This design comes from an exercise in tuning for small area and a short achievable clock period on the open sky130 flow, not from production work. Only simulation tests tie the RTL to the original design; equivalence was not proved. Power is estimated from default activity; no workload was simulated.

==> flow/design.v <==
`timescale 1ns / 1ps
module Console(
    output [6:0]sseg,
    input [3:0]hex,
	 input n_valid   
    );
    assign sseg = (n_valid) ? 7'b1000000:
						(hex == 4'd0) ? 7'b0111111 :
						(hex == 4'd1) ? 7'b0000110 :
						(hex == 4'd2) ? 7'b1011011 :
						(hex == 4'd3) ? 7'b1001111:
						(hex == 4'd4) ? 7'b1100110 :
						(hex == 4'd5) ? 7'b1101101 :
						(hex == 4'd6) ? 7'b1111101 :
						(hex == 4'd7) ? 7'b0000111 :
						(hex == 4'd8) ? 7'b1111111 :
						(hex == 4'd9) ? 7'b1100111 :
						(hex == 4'd10) ? 7'b1110111 :
						(hex == 4'd11) ? 7'b1111100 :
						(hex == 4'd12) ? 7'b0111001 :
						(hex == 4'd13) ? 7'b1011110 :
						(hex == 4'd14) ? 7'b1111001 :
						7'b1110001 ;
endmodule
module Microprocessor(
    output mem_write,
    output mem_read,
    output reg_write,
    output [1:0]op,
    output [6:0]reg_num,
    output [6:0]pc_high,
    output [6:0]pc_low,
    output [7:0]instruction_address,
    output [6:0]rwd_1,
    output [6:0]rwd_0,
    output [1:0]r_symbol,
    input oscillator,
    input reset,
    input [7:0]instruction
    );
    reg [7:0] pc;
    reg [7:0] r [0:3];
    reg       valid;       
    reg [1:0] opc;         
    reg [1:0] rn;          
    reg [7:0] disp;        
    wire [1:0] op_i = instruction[7:6];
    wire [1:0] sa   = instruction[5:4];
    wire [1:0] sb   = instruction[3:2];
    wire [7:0] ra = r[sa];
    wire [7:0] rb = r[sb];
    wire [9:0] qd [0:3];
    genvar k, n;
    generate
        for (k = 0; k < 4; k = k + 1) begin : rq
            assign qd[k][0] = (r[k][7:2] == 6'd63);
            for (n = 1; n < 10; n = n + 1) begin : d
                assign qd[k][n] = (r[k][7:2] == n - 1);
            end
        end
    endgenerate
    wire [9:0] qs = qd[sa];
    wire [1:0] l  = ra[1:0];
    wire       b0p = (l == 2'd3);
    wire       b2m = (l == 2'd0);
    wire       b3m = ~l[1];
    wire [7:0] rs [0:3];
    generate
        for (n = 0; n < 8; n = n + 1) begin : rsel
            assign rs[0][n] = b0p ? qs[n]   : qs[n+1];
            assign rs[1][n] = qs[n+1];
            assign rs[2][n] = b2m ? qs[n+2] : qs[n+1];
            assign rs[3][n] = b3m ? qs[n+2] : qs[n+1];
        end
    endgenerate
    wire [1:0] bk = l + instruction[1:0];
    wire [3:0] bs = 4'b0001 << bk;
    wire       st = (op_i == 2'b10);
    wire [7:0] bd [0:3];            
    generate
        for (k = 0; k < 4; k = k + 1) begin : bank
            wire [7:0] acc [0:8];
            assign acc[0] = 8'd0;
            for (n = 0; n < 8; n = n + 1) begin : row
                localparam integer A = 4 * n + k;
                reg [7:0] w;
                always @(posedge oscillator or posedge reset)
                    if (reset)
                        w <= (A < 16) ? A : 16 - A;
                    else if (st && bs[k] && rs[k][n])
                        w <= rb;
                assign acc[n+1] = acc[n] | ({8{rs[k][n]}} & w);
            end
            assign bd[k] = acc[8];
        end
    endgenerate
    wire [7:0] rdata = ({8{bs[0]}} & bd[0]) | ({8{bs[1]}} & bd[1]) |
                       ({8{bs[2]}} & bd[2]) | ({8{bs[3]}} & bd[3]);
    wire [7:0] g0 = ra & rb;
    wire [7:0] p0 = ra ^ rb;
    wire [7:0] g1, p1, g2, p2, g3;
    generate
        for (n = 0; n < 8; n = n + 1) begin : pfx
            if (n >= 1) begin : l1
                assign g1[n] = g0[n] | (p0[n] & g0[n-1]);
                assign p1[n] = p0[n] & p0[n-1];
            end else begin : l1z
                assign g1[n] = g0[n];
                assign p1[n] = p0[n];
            end
            if (n >= 2) begin : l2
                assign g2[n] = g1[n] | (p1[n] & g1[n-2]);
                assign p2[n] = p1[n] & p1[n-2];
            end else begin : l2z
                assign g2[n] = g1[n];
                assign p2[n] = p1[n];
            end
            if (n >= 4) begin : l3
                assign g3[n] = g2[n] | (p2[n] & g2[n-4]);
            end else begin : l3z
                assign g3[n] = g2[n];
            end
        end
    endgenerate
    wire [7:0] sum = p0 ^ {g3[6:0], 1'b0};
    wire [7:0] wdata = instruction[6] ? rdata : sum;
    wire [1:0] wsel  = instruction[6] ? sb : instruction[1:0];
    wire       wen   = ~instruction[7];
    wire [7:0] pc_p1 = pc + 8'd1;
    wire [7:0] pc_p2 = {pc[7:1] + 7'd1, pc[0]};
    wire [7:0] pc_m1 = pc - 8'd1;
    reg  [7:0] pc_next;
    always @(*) begin
        if (op_i != 2'b11)
            pc_next = pc_p1;
        else case (instruction[1:0])
            2'b00: pc_next = pc_p1;
            2'b01: pc_next = pc_p2;
            2'b10: pc_next = pc_m1;
            default: pc_next = pc;
        endcase
    end
    always @(posedge oscillator or posedge reset) begin
        if (reset) begin
            pc <= 8'd0;
            r[0] <= 8'd0; r[1] <= 8'd0; r[2] <= 8'd0; r[3] <= 8'd0;
            valid <= 1'b0;
        end else begin
            pc <= pc_next;
            if (wen) r[wsel] <= wdata;
            valid <= wen;
        end
    end
    always @(posedge oscillator) begin
        opc  <= op_i;
        rn   <= wsel;
        disp <= wdata;
    end
    Console c_rwd1(rwd_1,   disp[7:4], ~valid);
    Console c_rwd0(rwd_0,   disp[3:0], ~valid);
    Console c_pch (pc_high, pc[7:4],   1'b0);
    Console c_pcl (pc_low,  pc[3:0],   1'b0);
    Console c_rn  (reg_num, {2'b00, rn}, ~valid);
    assign instruction_address = pc;
    assign op        = opc;
    assign mem_write = (opc == 2'b10);
    assign mem_read  = (opc == 2'b01);
    assign reg_write = ~opc[1];
    assign r_symbol  = 2'b11;
endmodule
clock: 6.0 ns
lec_check: 0
abc_area: 1
cap_margin: 20
core_margin: 2
core_utilization: 70
cts_cluster_diameter: 70
cts_cluster_size: 25
setup_slack_margin: 2.5
slew_margin: 20
run.sh (not shown) runs the stock make flow with config.mk's settings and CLKGATE_MAP_FILE= SYNTH_SCRIPT=/design/flow/synth_recipe.tcl, a recipe that flattens the netlist after the stock synthesis.
Rerun with:
Settings changed: CORE_UTILIZATION 70 to 55, SETUP_SLACK_MARGIN 2.5 to 3.0, TNS_END_PERCENT set to 0.
Result:
- fmax rises by about 9%
- via count fell by about 4.4%
- utilization fell by 16 points
- final cell count goes up by 4.9%
- register-to-register slack improves by 0.04 ns
- final area climbs by about 2.6%
- area after synthesis is unchanged
- global-route usage falls by 7.6 points

========
RTL: the design.v shown in full above, as it stands there.
Settings: LEC_CHECK=0, ABC_AREA=1, CAP_MARGIN=20, CORE_MARGIN=2, CORE_UTILIZATION=55, CTS_CLUSTER_DIAMETER=70, CTS_CLUSTER_SIZE=25, SETUP_SLACK_MARGIN=3.0, SLEW_MARGIN=20, TNS_END_PERCENT=10; clock period 6.0 ns.
The starting point produced a clean layout.
Change:
--- a/flow/config.mk
+++ b/flow/config.mk
@@ -12,2 +12 @@
-export CTS_CLUSTER_DIAMETER = 70
-export CTS_CLUSTER_SIZE = 25
+export CTS_BUF_LIST = sky130_fd_sc_hd__clkbuf_4 sky130_fd_sc_hd__clkbuf_8
@@ -16 +14,0 @@
-export TNS_END_PERCENT = 10
Result: The changed run completed with no timing, DRC or antenna violations; fmax went down by 2.2%; cell area went up by 8.5%; critical path depth went up by 3; setup slack gets worse by 77 ps; die area does not change; non-clock buffer count went up by 68; total power went up by 8.7%.

========
RTL: the design.v shown in full above, as it stands there.
export LEC_CHECK = 0
export CAP_MARGIN = 20
export CORE_MARGIN = 2
export CORE_UTILIZATION = 55
export SETUP_SLACK_MARGIN = 2.5
export SLEW_MARGIN = 20
create_clock -name core_clock -period 6.0 [get_ports {oscillator}]
Rerun with:
==> flow/flow/run.sh (new file) <==
#!/bin/bash
# Standard layout, with plain buffers (not delay cells) on the ports.
set -euo pipefail
export BUFFER_PORTS_ARGS="-buffer_cell sky130_fd_sc_hd__buf_2"
bash standard.sh finish > standard_flow.log 2>&1
==> flow/standard.sh (new file) <==
#!/bin/bash
# synth_recipe.tcl (not shown) runs the flow's synth.tcl, then flattens the netlist and writes it again
# the make line also repeats each setting of config.mk as NAME=value (left out here)
make -C /OpenROAD-flow-scripts/flow DESIGN_CONFIG=/design/flow/config.mk WORK_HOME=/design/flow/orfs CLKGATE_MAP_FILE= SYNTH_SCRIPT=/design/flow/synth_recipe.tcl "${@:-finish}"
- ABC_AREA: unset -> 1
removed: flow/run.sh
What happened:
- The changed run completed with no timing, DRC or antenna violations
- sequential share of layout area came out higher by 6.2 points
- combinational power shrinks by 60%
- core utilization falls by 9.3 points
- worst setup slack gains 670 ps
- die area went down by 3.1%
- power came out lower by 37%
- cell area went down by 15%
Rerun with:
==> flow/run.sh (new file) <==
#!/bin/bash
# synth_recipe.tcl (not shown) runs the flow's synth.tcl, then flattens the netlist and writes it again
# the make line also repeats each setting of config.mk as NAME=value (left out here)
make -C /OpenROAD-flow-scripts/flow DESIGN_CONFIG=/design/flow/config.mk WORK_HOME=/design/flow/orfs CLKGATE_MAP_FILE= SYNTH_SCRIPT=/design/flow/synth_recipe.tcl finish
removed: flow/flow/run.sh
removed: flow/standard.sh
Effect: The new run completed without violations. Power rises by about 1.1%. Sequential cell count is unchanged. Worst setup slack gets worse by 37 ps. Non-clock buffer count decreases by 6. Routed wire length shrinks by about 2%. Global-route usage barely changes. Synthesized area does not change.
Rerun with:
- CTS_CLUSTER_DIAMETER: unset -> 100
- CTS_CLUSTER_SIZE: unset -> 30
- The new run finished with timing, DRC and antenna clean
- final cell count is lower by 1.2%
- fmax grows by 1.4%
- synthesized cell count is unchanged
- critical path depth drops by 1
- non-clock buffer count is higher by 6
- global-route usage decreases by 0.59 points
- clock-buffer cell count is lower by 30
- combinational power is higher by about 2%
- wire length went down by 1.0%
- setup slack improved by 50 ps
- sequential power barely changes

========
== zinc ==
RTL: the design.v shown in full above, as it stands there.
==> flow/config.mk <==
export PLATFORM = sky130hd
export DESIGN_NAME = Microprocessor
export DESIGN_NICKNAME = Microprocessor
export VERILOG_FILES = /design/flow/design.v
export SDC_FILE = /design/flow/constraint.sdc
export NUM_CORES = 4
export LEC_CHECK = 0
export ABC_AREA = 1
export CAP_MARGIN = 20
export CORE_MARGIN = 2
export CORE_UTILIZATION = 55
export CTS_CLUSTER_DIAMETER = 70
export CTS_CLUSTER_SIZE = 25
export SETUP_SLACK_MARGIN = 2.5
export SLEW_MARGIN = 20
==> flow/constraint.sdc <==
create_clock -name core_clock -period 6.0 [get_ports {oscillator}]
set_input_delay 1.2000 -clock core_clock [delete_from_list [all_inputs] [get_ports {oscillator}]]
set_output_delay 1.2000 -clock core_clock [all_outputs]
set_load 0.01 [all_outputs]
Stock flow here: none of the scripts above is used.
zinc ended with every stage complete and zero timing, DRC or antenna violations.
## Diff of input files: willow against zinc
- clearing CTS_CLUSTER_SIZE, which used to be 25
- putting CTS_BUF_LIST at sky130_fd_sc_hd__clkbuf_4 sky130_fd_sc_hd__clkbuf_8 where nothing was set
- clearing CTS_CLUSTER_DIAMETER, which used to be 70
- swapping 2.5 for 3.0 in SETUP_SLACK_MARGIN
==> flow/flow/run.sh (new file) <==
#!/bin/bash
# Standard layout, with plain buffers (not delay cells) on the ports.
set -euo pipefail
export BUFFER_PORTS_ARGS="-buffer_cell sky130_fd_sc_hd__buf_2"
bash standard.sh finish > standard_flow.log 2>&1
==> flow/standard.sh (new file) <==
#!/bin/bash
# synth_recipe.tcl (not shown) runs the flow's synth.tcl, then flattens the netlist and writes it again
# the make line also repeats each setting of config.mk as NAME=value (left out here)
make -C /OpenROAD-flow-scripts/flow DESIGN_CONFIG=/design/flow/config.mk WORK_HOME=/design/flow/orfs CLKGATE_MAP_FILE= SYNTH_SCRIPT=/design/flow/synth_recipe.tcl "${@:-finish}"
removed: flow/run.sh
==> comparison <==
When the final numbers for zinc and willow were put side by side, the proportion of power drawn by combinational gates turned out to be greater in willow.
The estimated power of willow ends up higher than the estimate for zinc.
zinc → willow: first-pass GRT wire length has increased; fraction of met1 tracks used by global routing has increased.
Going from zinc to willow, clock insertion delay at the later pin of the skew report grows by 0.06 ns.
> inputs changed (willow -> onyx)
- putting CTS_CLUSTER_SIZE at 25 where nothing was set
- putting TNS_END_PERCENT at 0 where nothing was set
- clearing CTS_BUF_LIST, which used to be sky130_fd_sc_hd__clkbuf_4 sky130_fd_sc_hd__clkbuf_8
- swapping 3.0 for 3.5 in SETUP_SLACK_MARGIN
- putting CTS_CLUSTER_DIAMETER at 70 where nothing was set
==> flow/run.sh (new file) <==
#!/bin/bash
# synth_recipe.tcl (not shown) runs the flow's synth.tcl, then flattens the netlist and writes it again
# the make line also repeats each setting of config.mk as NAME=value (left out here)
make -C /OpenROAD-flow-scripts/flow DESIGN_CONFIG=/design/flow/config.mk WORK_HOME=/design/flow/orfs CLKGATE_MAP_FILE= SYNTH_SCRIPT=/design/flow/synth_recipe.tcl finish
removed: flow/flow/run.sh
removed: flow/standard.sh
==> results.txt <==
onyx: PASS, flow complete, no timing, DRC or antenna violations
Between willow and onyx, the arrival time at the worst endpoint does not differ in any meaningful way.
On area taken by flip-flops and latches, onyx tracks willow almost exactly.
onyx against willow: mean area per synthesized cell barely changed; overall power of the completed layout fell by 1.3 mW.
onyx vs. willow: clock power has decreased, violation count after the first detailed-routing iteration lost about 16%, sequential power fell by about 1%, share of the clock period used by the worst path after layout fell by 0.20 points.

========
== exp/sierra ==
Another version of the RTL of Microprocessor (not shown whole).
For scale: ~2100 cells after synthesis, roughly 60 I/O pins, about 17000 um2 of cells after synthesis.
export LEC_CHECK = 0
export ABC_AREA = 1
export CAP_MARGIN = 20
export CORE_MARGIN = 2
export CORE_UTILIZATION = 55
export CTS_CLUSTER_DIAMETER = 70
export CTS_CLUSTER_SIZE = 25
export SETUP_SLACK_MARGIN = 3.0
export SLEW_MARGIN = 20
export TNS_END_PERCENT = 0
create_clock -name core_clock -period 6.0 [get_ports {oscillator}]
standard.sh (not shown) runs the stock make flow with config.mk's settings and CLKGATE_MAP_FILE= SYNTH_SCRIPT=/design/flow/synth_recipe.tcl, a recipe that flattens the netlist after the stock synthesis.
==> flow/flow/run.sh <==
#!/bin/bash
# Layout flow: the standard flow (standard.sh) with plain buf_2 cells
# buffering the ports instead of the delay cells buffer_ports picks by default.
# Its full output goes to layout.log here; ORFS's own logs are in orfs/logs.
set -euo pipefail
export BUFFER_PORTS_ARGS="-buffer_cell sky130_fd_sc_hd__buf_2"
bash standard.sh finish > layout.log 2>&1
Here is what was changed in the inputs of exp/umber compared with exp/sierra.
Settings: swapping 55 for 58 in CORE_UTILIZATION.
==> flow/flow/run.sh <==
#!/bin/bash
# Layout flow: the standard flow (standard.sh), except that the ports are
# buffered with plain buf_1 cells instead of the delay cells buffer_ports picks
# by default, and clock tree synthesis adds no dummy loads.
# Its full output goes to layout.log here; ORFS's own logs are in orfs/logs.
set -euo pipefail
export BUFFER_PORTS_ARGS="-buffer_cell sky130_fd_sc_hd__buf_1"
export CTS_ARGS="-sink_clustering_enable -repair_clock_nets -sink_clustering_size 25 -sink_clustering_max_diameter 70 -dont_use_dummy_load"
bash standard.sh finish > layout.log 2>&1
Notes after the runs:
Setup slack deteriorates in exp/umber relative to exp/sierra.
A cell at the slowest stage of the critical path of sky130_fd_sc_hd__a221o_1 is what exp/sierra shows, while sky130_fd_sc_hd__nor2_1 belongs to exp/umber.
exp/sierra has a lower met3 global-route usage than exp/umber.
Start point of the critical path: instruction[3] -> exp/sierra, instruction[4] -> exp/umber
In the final design statistics, exp/umber uses fewer standard cells in total than exp/sierra.
In exp/umber, the count of placed standard cells including taps came out 0.64% below the value in exp/sierra.
When exp/umber is set beside exp/sierra, its routed wire length turns out to be about 6% smaller.
### exp/umber -> exp/zinc
Settings: PLACE_DENSITY: unset -> 0.75; CORE_UTILIZATION: 58 -> 55.
==> flow/run.sh (new file) <==
#!/bin/bash
# synth_recipe.tcl (not shown) runs the flow's synth.tcl, then flattens the netlist and writes it again
# the make line also repeats each setting of config.mk as NAME=value (left out here)
make -C /OpenROAD-flow-scripts/flow DESIGN_CONFIG=/design/flow/config.mk WORK_HOME=/design/flow/orfs CLKGATE_MAP_FILE= SYNTH_SCRIPT=/design/flow/synth_recipe.tcl finish
removed: flow/flow/run.sh
removed: flow/standard.sh
Findings:
- Every run in the comparison, exp/umber and exp/zinc, completed the flow with a clean layout.
- Taking exp/umber as the reference point, the post-route clock skew of exp/zinc falls by 0.027 ns.
- Diff exp/umber -> exp/zinc: total routed wire length on the met1 layer shows a reduction of about 3.7%, total global-route track usage shows a reduction of 1.9 points.
- Taking exp/umber as the reference, in exp/zinc met2 wire length lost 1.3%, total power after layout now sits higher, overall via count from detail_route -about 0.9%, actual transition at the worst max-transition pin decreased 0.17 ns.
- exp/zinc vs exp/umber: final critical-path share of the clock period up
- Comparing exp/umber and exp/zinc, the lower routed length on met3 was measured on exp/zinc.
- Initial standard-cell utilization of the core in exp/zinc is 3.4 points lower than in exp/umber
[inputs] exp/nickel vs exp/zinc
Settings: clearing PLACE_DENSITY, which used to be 0.75; swapping 55 for 48 in CORE_UTILIZATION.
==> comparison <==
Delta (exp/nickel minus exp/zinc): post-DP HPWL shows an increase of 4.3%; post-layout instance area shows an increase of about 1.1%; total wirelength of the detailed-routed design shows an increase of about 4.4%; count of buffers added by post-CTS timing repair for setup shows a reduction of 1; synthesized cell count shows no meaningful change.
Summary — critical path arrival, exp/nickel relative to exp/zinc: higher, by 0.05 ns.
The die boundary height in exp/nickel was higher than what exp/zinc gave.
Compared to exp/zinc, exp/nickel was floorplanned on a bigger die.
The clock network power share number comes out lower for exp/zinc vs exp/nickel.

## separate check: timing with driven ports
In the flow no input, the clock included, has a driving cell. The finished layouts below were timed again as built, in two steps. Step 1, drivers: a clkbuf_16 drives oscillator and a buf_2 each remaining input, both assumed. Step 2 also shifts input and output timing later by t, the mid clock arrival at the registers, as if the neighbouring blocks saw the same clock. Three values: no drivers, after step 1, after step 2; two values: the first two.
run	shift t [ns]	setup WS [ns]	worst setup path after step 2	slew at the worst register clock pin (ns)
the first run of note 1	0.567	2.279 / 2.227 / 2.017	input to register	0.10 / 0.10
the second run of note 1	0.599	2.601 / 2.547 / 2.084	input to register	0.10 / 0.10
the first run of note 2	0.597	2.608 / 2.558 / 2.174	input to register	0.10 / 0.10
the second run of note 2	0.631	2.532 / 2.479 / 2.149	input to register	0.07 / 0.07
the first run of note 3	0.572	1.864 / 1.876 / 1.304	input to register	0.07 / 0.07
the second run of note 3	0.579	2.529 / 2.503 / 1.950	input to register	0.06 / 0.06
the third run of note 3	0.568	2.493 / 2.438 / 2.092	input to register	0.07 / 0.07
the fourth run of note 3	0.565	2.543 / 2.490 / 2.054	input to register	0.12 / 0.12
zinc	0.573	2.518 / 2.467 / 2.025	input to register	0.10 / 0.10
willow	0.629	2.589 / 2.541 / 1.999	input to register	0.07 / 0.07
onyx	0.599	2.601 / 2.547 / 2.084	input to register	0.10 / 0.10
exp/sierra	0.613	2.836 / 2.822 / 2.209	input to register	0.10 / 0.10
exp/umber	0.584	2.793 / 2.807 / 2.224	input to register	0.10 / 0.10
exp/zinc	0.587	2.698 / 2.695 / 2.128	input to register	0.10 / 0.10
exp/nickel	0.611	2.708 / 2.707 / 2.131	input to register	0.09 / 0.09
After both steps setup and hold are still met in every run listed. The setup slack of exp/sierra, which loses most, moves by -0.014 ns with the drivers and by -0.627 ns with both steps.
